What follows belongs to an exercise in optimizing a design on an open flow for small area; a production flow would make more cautious choices. The RTL was checked by simulation tests, not by an equivalence proof against the original design. No activity file was given, so power comes from the tool's default toggle rates.

== try-garnet ==
==> flow/design.v <==
module egcoding(
	input wire clk,
	input wire rst,
	input wire rx,
	output wire tx
);
	localparam S_IDLE  = 4'd0;
	localparam S_RLEN  = 4'd1;
	localparam S_RDATA = 4'd2;
	localparam S_WRITE = 4'd3;
	localparam S_FETCH = 4'd4;
	localparam S_RUN   = 4'd5;
	localparam S_END   = 4'd6;
	localparam S_RESP  = 4'd8;
	localparam S_TX    = 4'd9;
	localparam S_CNT   = 4'd10;
	reg[3:0] state;
	reg[511:0] ra, rb;
	reg[5:0] ph;
	wire[7:0] ra_out = ra[511:504];
	wire[7:0] rb_out = rb[511:504];
	wire umode = state[3];    
	reg ubusy;
	reg[3:0] baud, bitn;
	reg[7:0] sr;              
	reg bor;                  
	wire udone = ubusy && bitn == 4'd9 && baud == {3'b111, umode};
	wire ushift = ubusy && bitn != 4'd0 && bitn != 4'd9 && baud == {umode, 3'b111};
	wire rxv = ubusy && !umode && bitn == 4'd8 && baud == 4'd8;
	wire rxend = udone && !umode;
	assign tx = !(ubusy && umode) || bitn == 4'd9 || (bitn != 4'd0 && (sr[0] ^ bor));
	reg[6:0] i;
	reg[6:0] len_in;
	reg mcomp;
	reg[7:0] cur;
	reg[3:0] p;       
	reg[3:0] bc;      
	reg zm;           
	reg dry;          
	wire[7:0] inc = rb_out + 8'd1;
	wire[7:0] ld = mcomp ? inc : rb_out;
	reg[2:0] msb;
	integer k;
	always @(*) begin
		msb = 3'd0;
		for (k = 1; k < 8; k = k + 1)
			if (ld[k]) msb = k;
	end
	wire cbit = cur[mcomp ? p[2:0] : bc[2:0]];
	wire ebit = cbit && !p[3];
	wire code_done = p == 4'd0 && (zm || cbit);
	wire used = mcomp ? p == 4'd15 : bc[2:0] == 3'd0;
	wire hit = ph == i[5:0];
	wire wslot = state == S_WRITE && hit;
	wire copy = state == S_RESP && dry;
	wire beyond = !len_in[6] && ph >= len_in[5:0];
	reg txgo;
	reg cnt;
	always @(*) begin
		txgo = 0;
		cnt = 0;
		case (state)
		S_IDLE: txgo = rxend && sr[1];
		S_RUN: begin
			if (mcomp) begin
				txgo = !dry && bc[2:0] == 3'd7;
				cnt = dry && bc == 4'd0;
			end else begin
				txgo = !dry && code_done;
				cnt = dry && code_done;
			end
		end
		S_FETCH: cnt = dry && !mcomp && i[6];
		S_END: txgo = dry || !mcomp || (bc != 4'd0 && bc[2:0] == 3'd7);
		S_CNT: txgo = udone && dry;
		default: ;
		endcase
	end
	always @(posedge clk) begin
		ph <= ph + 6'd1;
		ra <= {ra[503:0], wslot ? cur : ra_out};
		rb <= {rb[503:0], copy ? (beyond ? {8{mcomp}} : ra_out) : rb_out};
	end
	always @(posedge clk) begin
		if (ubusy || cnt) begin
			baud <= baud + 4'd1;
			if (baud == 4'd15)
				bitn <= bitn + 4'd1;
		end
		if (udone)
			ubusy <= 0;
		if (!ubusy && !rx || txgo || state == S_IDLE && rxend && sr[1:0] == 2'd1) begin
			baud <= 4'd0;
			bitn <= 4'd0;
		end
		if (!ubusy && !rx || txgo)
			ubusy <= 1;
		if (ushift) begin
			sr <= {rx && !umode, sr[7:1]};
			bor <= bor && !sr[0];
		end
		if (txgo)
			bor <= state == S_IDLE || !mcomp && !dry && (state == S_RUN || state == S_END);
		case (state)
		S_IDLE: if (rxend) begin
			case (sr[1:0])
			2'd0: state <= S_RLEN;
			2'd1: begin
				dry <= 1;
				i <= 7'd0;
				bc <= 4'd0;
				p <= 4'd0;
				zm <= 0;
				state <= S_FETCH;
			end
			default: begin
				mcomp <= !sr[0];
				dry <= 1;
				sr <= {1'b0, sr[7:1]};
				state <= S_RESP;
			end
			endcase
		end
		S_RLEN: if (rxv) begin
			len_in <= sr[6:0];
			i <= 7'h7f;
			state <= S_RDATA;
		end
		S_RDATA: begin
			if (i == len_in) begin
				if (!ubusy || !bitn[3])
					state <= S_IDLE;
			end else if (rxv) begin
				cur <= sr;
				state <= S_WRITE;
			end
		end
		S_WRITE: if (hit) begin
			i <= i + 7'd1;
			state <= S_RDATA;
		end
		S_RESP: if (udone)
			state <= S_IDLE;
		S_FETCH: begin
			if (i[6])
				state <= S_END;
			else if (hit) begin
				if (mcomp && rb_out == 8'hff)
					state <= S_END;
				else begin
					cur <= ld;
					if (mcomp)
						p <= {msb, 1'b0};
					i <= i + 7'd1;
					state <= S_RUN;
				end
			end
		end
		S_RUN: begin
			bc <= bc + 4'd1;
			p <= p - 4'd1;
			if (mcomp) begin
				if (!dry)
					sr <= {ebit, sr[7:1]};
				if (txgo)
					state <= S_TX;
				else if (p == 4'd0)
					state <= S_FETCH;
			end else begin
				if (!zm && cbit) begin
					zm <= 1;
					p <= ~p;
				end
				if (!dry && (zm || cbit))
					sr <= {sr[6:0], cbit};
				if (code_done) begin
					zm <= 0;
					p <= 4'd0;
				end
				if (txgo)
					state <= S_TX;
				else if (bc[2:0] == 3'd7)
					state <= S_FETCH;
			end
		end
		S_TX: if (udone)
			state <= used ? S_FETCH : S_RUN;
		S_END: begin
			if (dry) begin
				sr <= {bitn, baud};
				state <= S_CNT;
			end else if (!mcomp)
				state <= S_RESP;
			else if (bc == 4'd0)
				state <= S_IDLE;
			else begin
				bc <= bc + 4'd1;
				sr <= {1'b0, sr[7:1]};
				if (txgo)
					state <= S_TX;
			end
		end
		S_CNT: if (udone) begin
			if (dry)
				dry <= 0;
			else begin
				i <= 7'd0;
				bc <= 4'd0;
				p <= 4'd0;
				zm <= 0;
				state <= S_FETCH;
			end
		end
		default: state <= S_IDLE;
		endcase
		if (!rst) begin
			state <= S_IDLE;
			ubusy <= 0;
		end
	end
endmodule
==> flow/config.mk <==
export PLATFORM = sky130hd
export DESIGN_NAME = egcoding
export DESIGN_NICKNAME = egcoding
export VERILOG_FILES = /design/flow/design.v
export SDC_FILE = /design/flow/constraint.sdc
export NUM_CORES = 4
export LEC_CHECK = 0
export ABC_AREA = 1
export CAP_MARGIN = 20
export CORE_MARGIN = 2
export CORE_UTILIZATION = 70
export SLEW_MARGIN = 20
==> flow/constraint.sdc <==
create_clock -name core_clock -period 12.0 [get_ports {clk}]
set_input_delay 2.4000 -clock core_clock [delete_from_list [all_inputs] [get_ports {clk}]]
set_output_delay 2.4000 -clock core_clock [all_outputs]
set_load 0.01 [all_outputs]
standard.sh (not shown) runs the stock make flow with config.mk's settings and CLKGATE_MAP_FILE= SYNTH_SCRIPT=/design/flow/synth_recipe.tcl, a recipe that flattens the netlist after the stock synthesis.
==> flow/flow/run.sh <==
#!/bin/bash
# The standard layout, with three changes:
#  - synthesis maps with an area-only ABC script (flow/synth.tcl,
#    flow/area.script) in place of ORFS's, which buffers and upsizes for
#    speed; the registers are the standard synthesis's;
#  - TritonCTS runs without dummy loads, with small clusters of buf_4;
#  - clock nets may be routed from met1 up (the platform's default starts at
#    met3, whose wires have more capacitance).
# Each tool's log is under orfs/logs; make's own output is in standard.log.
set -euo pipefail
export MY_ABC_SCRIPT=$PWD/flow/area.script
bash standard.sh "SYNTH_SCRIPT=$PWD/flow/synth.tcl" "MIN_CLK_ROUTING_LAYER=met1" "CTS_ARGS=-sink_clustering_enable -repair_clock_nets -dont_use_dummy_load -buf_list sky130_fd_sc_hd__buf_4 -sink_clustering_size 14 -sink_clustering_max_diameter 34" finish > standard.log 2>&1
==> flow/flow/area.script <==
strash
&get -n
&fraig -x
&put
scorr
dc2
&get -n
&deepsyn -T 60
&put
dch -f
map -a
strash
dch -f
amap
topo
==> flow/flow/synth.tcl <==
proc synth {args} { yosys synth -nofsm -noshare {*}$args }
# The standard synthesis (synth_recipe.tcl), but with ABC mapping by an
# area-only script (flow/area.script) in place of ORFS's, which also
# buffers and upsizes for speed.
proc abc {args} {
  set i [lsearch $args -script]
  if {$i >= 0} { set args [lreplace $args $i [expr {$i + 1}] -script $::env(MY_ABC_SCRIPT)] }
  set j [lsearch $args -D]
  if {$j >= 0} { set args [lreplace $args $j [expr {$j + 1}]] }
  yosys abc {*}$args
}
source $::env(SCRIPTS_DIR)/synth.tcl
# left out here: clear keep_hierarchy, flatten, clean up, hide names made inside functions, write 1_2_yosys.v
Input changes introduced in try-umber (baseline for comparison: try-garnet):
==> flow/flow/run.sh <==
#!/bin/bash
# The standard layout, with two changes:
#  - synthesis maps with an area-only ABC script (flow/synth.tcl,
#    flow/area.script) in place of ORFS's, which buffers and upsizes for
#    speed; the registers are the standard synthesis's;
#  - TritonCTS runs without dummy loads, with small clusters of clkbuf_8.
# Each tool's log is under orfs/logs; make's own output is in standard.log.
set -euo pipefail
export MY_ABC_SCRIPT=$PWD/flow/area.script
bash standard.sh "SYNTH_SCRIPT=$PWD/flow/synth.tcl" "MIN_CLK_ROUTING_LAYER=met1" "CTS_ARGS=-sink_clustering_enable -repair_clock_nets -dont_use_dummy_load -buf_list sky130_fd_sc_hd__clkbuf_8 -sink_clustering_size 22 -sink_clustering_max_diameter 45" finish > standard.log 2>&1
## What came out
On total via count after detailed routing, try-garnet loses to try-umber.
Compared with try-garnet, number of global-route vias before repair in try-umber decreased by a few percent.
try-umber: full flow OK, the timing, design-rule and antenna checks passed
On area of all placed cells without fillers, try-umber and try-garnet are neck and neck.
try-umber and try-garnet ended up with nearly the same relative contribution of combinational cells to total power.
Edits applied to the flow inputs when going from try-umber to try-onyx:
==> flow/flow/run.sh <==
#!/bin/bash
# The standard layout, with two changes:
#  - synthesis maps with an area-only ABC script (flow/synth.tcl,
#    flow/area.script) in place of ORFS's, which buffers and upsizes for
#    speed; the registers are the standard synthesis's;
#  - TritonCTS runs without dummy loads, with small clusters of clkbuf_8;
#  - clock nets may be routed from met1 up (the platform's default starts at
#    met3, whose wires have more capacitance).
# Each tool's log is under orfs/logs; make's own output is in standard.log.
set -euo pipefail
export MY_ABC_SCRIPT=$PWD/flow/area.script
bash standard.sh "SYNTH_SCRIPT=$PWD/flow/synth.tcl" "MIN_CLK_ROUTING_LAYER=met1" "CTS_ARGS=-sink_clustering_enable -repair_clock_nets -dont_use_dummy_load -buf_list sky130_fd_sc_hd__clkbuf_4 -sink_clustering_size 12 -sink_clustering_max_diameter 30" finish > standard.log 2>&1
### Flow results
In the tables for try-onyx and try-umber, final area reads higher with try-onyx.
Compared with try-umber, routed metal-1 wirelength in try-onyx decreased by a few percent.
try-onyx reports its launch point of the critical path as sr[0] while try-umber reports mcomp.
Changes observed in try-onyx relative to try-umber: detailed-route wire length per cell has decreased; logic depth of the worst setup path including buffers now sits lower; clock latency on the worst-skew pair rose by 0.14 ns; number of H-tree branching levels now sits higher; global-route wire length before repair shows an increase of about 0.64%.
Sum of internal, switching and leakage power, try-onyx and try-umber, higher one = try-onyx.
try-onyx vs try-umber — worst-case setup margin in the final layout dropped 0.083 ns.
try-onyx gives more layout overhead on the synthesized area than try-umber did.
The following lists how try-yarrow was set up differently from try-onyx:
- CORE_UTILIZATION changed from 70 to 72
diff --git a/flow/flow/run.sh b/flow/flow/run.sh
--- a/flow/flow/run.sh
+++ b/flow/flow/run.sh
@@ -12 +12 @@
-bash standard.sh "SYNTH_SCRIPT=$PWD/flow/synth.tcl" "MIN_CLK_ROUTING_LAYER=met1" "CTS_ARGS=-sink_clustering_enable -repair_clock_nets -dont_use_dummy_load -buf_list sky130_fd_sc_hd__clkbuf_4 -sink_clustering_size 12 -sink_clustering_max_diameter 30" finish > standard.log 2>&1
+bash standard.sh "SYNTH_SCRIPT=$PWD/flow/synth.tcl" "MIN_CLK_ROUTING_LAYER=met1" "CTS_ARGS=-sink_clustering_enable -repair_clock_nets -dont_use_dummy_load -buf_list sky130_fd_sc_hd__clkbuf_8 -sink_clustering_size 22 -sink_clustering_max_diameter 45" finish > standard.log 2>&1
try-yarrow went all the way through the flow, and no timing, DRC or antenna check failed.
Relative to try-onyx, remaining max-slew budget at the tightest pin increased by 2.1 points in try-yarrow.
The run with more setup slack is try-yarrow; try-onyx has less.
Taking try-onyx as the reference, in try-yarrow total power went down by 0.57%, clock skew went down by 0.0090 ns, post-route clock period utilization went down by 1.3 points, wire length went up by 9.0%, first-pass GRT wire length went up by about 6%.
Share of total power consumed by net switching: try-onyx vs try-yarrow — no meaningful difference
Clock-pin slew on the worst setup and hold paths: try-yarrow vs try-onyx — no meaningful difference
Of try-yarrow and try-onyx, try-yarrow shows the lower post-layout minimum cycle time, with try-onyx above it.
On global-route usage: between try-yarrow and try-onyx, it ends up lower for try-onyx.

## static timing again, ports no longer ideal
Ports are ideal in the flow. The routed layouts listed here were re-timed in OpenROAD. Step 1 sets driving cells, clkbuf_16 on the clock port and buf_2 on the other inputs (assumed; they add their load-dependent delay and slew). Step 2 times the ports against the registers' clock, not the clock port: input delays grow and output delays shrink by t, the midpoint of the rising clock arrivals with the driver on. a / b / c = ideal ports / drivers / drivers and shift; a / b = the first two.
run | t (ns) | setup slack, ns | hold WS [ns] | slew at the worst register clock pin (ns) | worst data-port slew with drivers (ns)
try-garnet | 0.713 | 6.936 / 6.936 / 6.936 | 0.276 / 0.276 / 0.276 | 0.12 / 0.12 | 0.04
try-umber | 0.681 | 7.066 / 7.066 / 7.066 | 0.289 / 0.289 / 0.289 | 0.12 / 0.12 | 0.04
try-onyx | 0.812 | 6.984 / 6.940 / 7.060 | 0.256 / 0.256 / 0.256 | 0.12 / 0.12 | 0.04
try-yarrow | 0.672 | 7.140 / 7.095 / 7.735 | 0.287 / 0.287 / 0.287 | 0.13 / 0.13 | 0.03
After both steps every run listed still meets setup and hold.
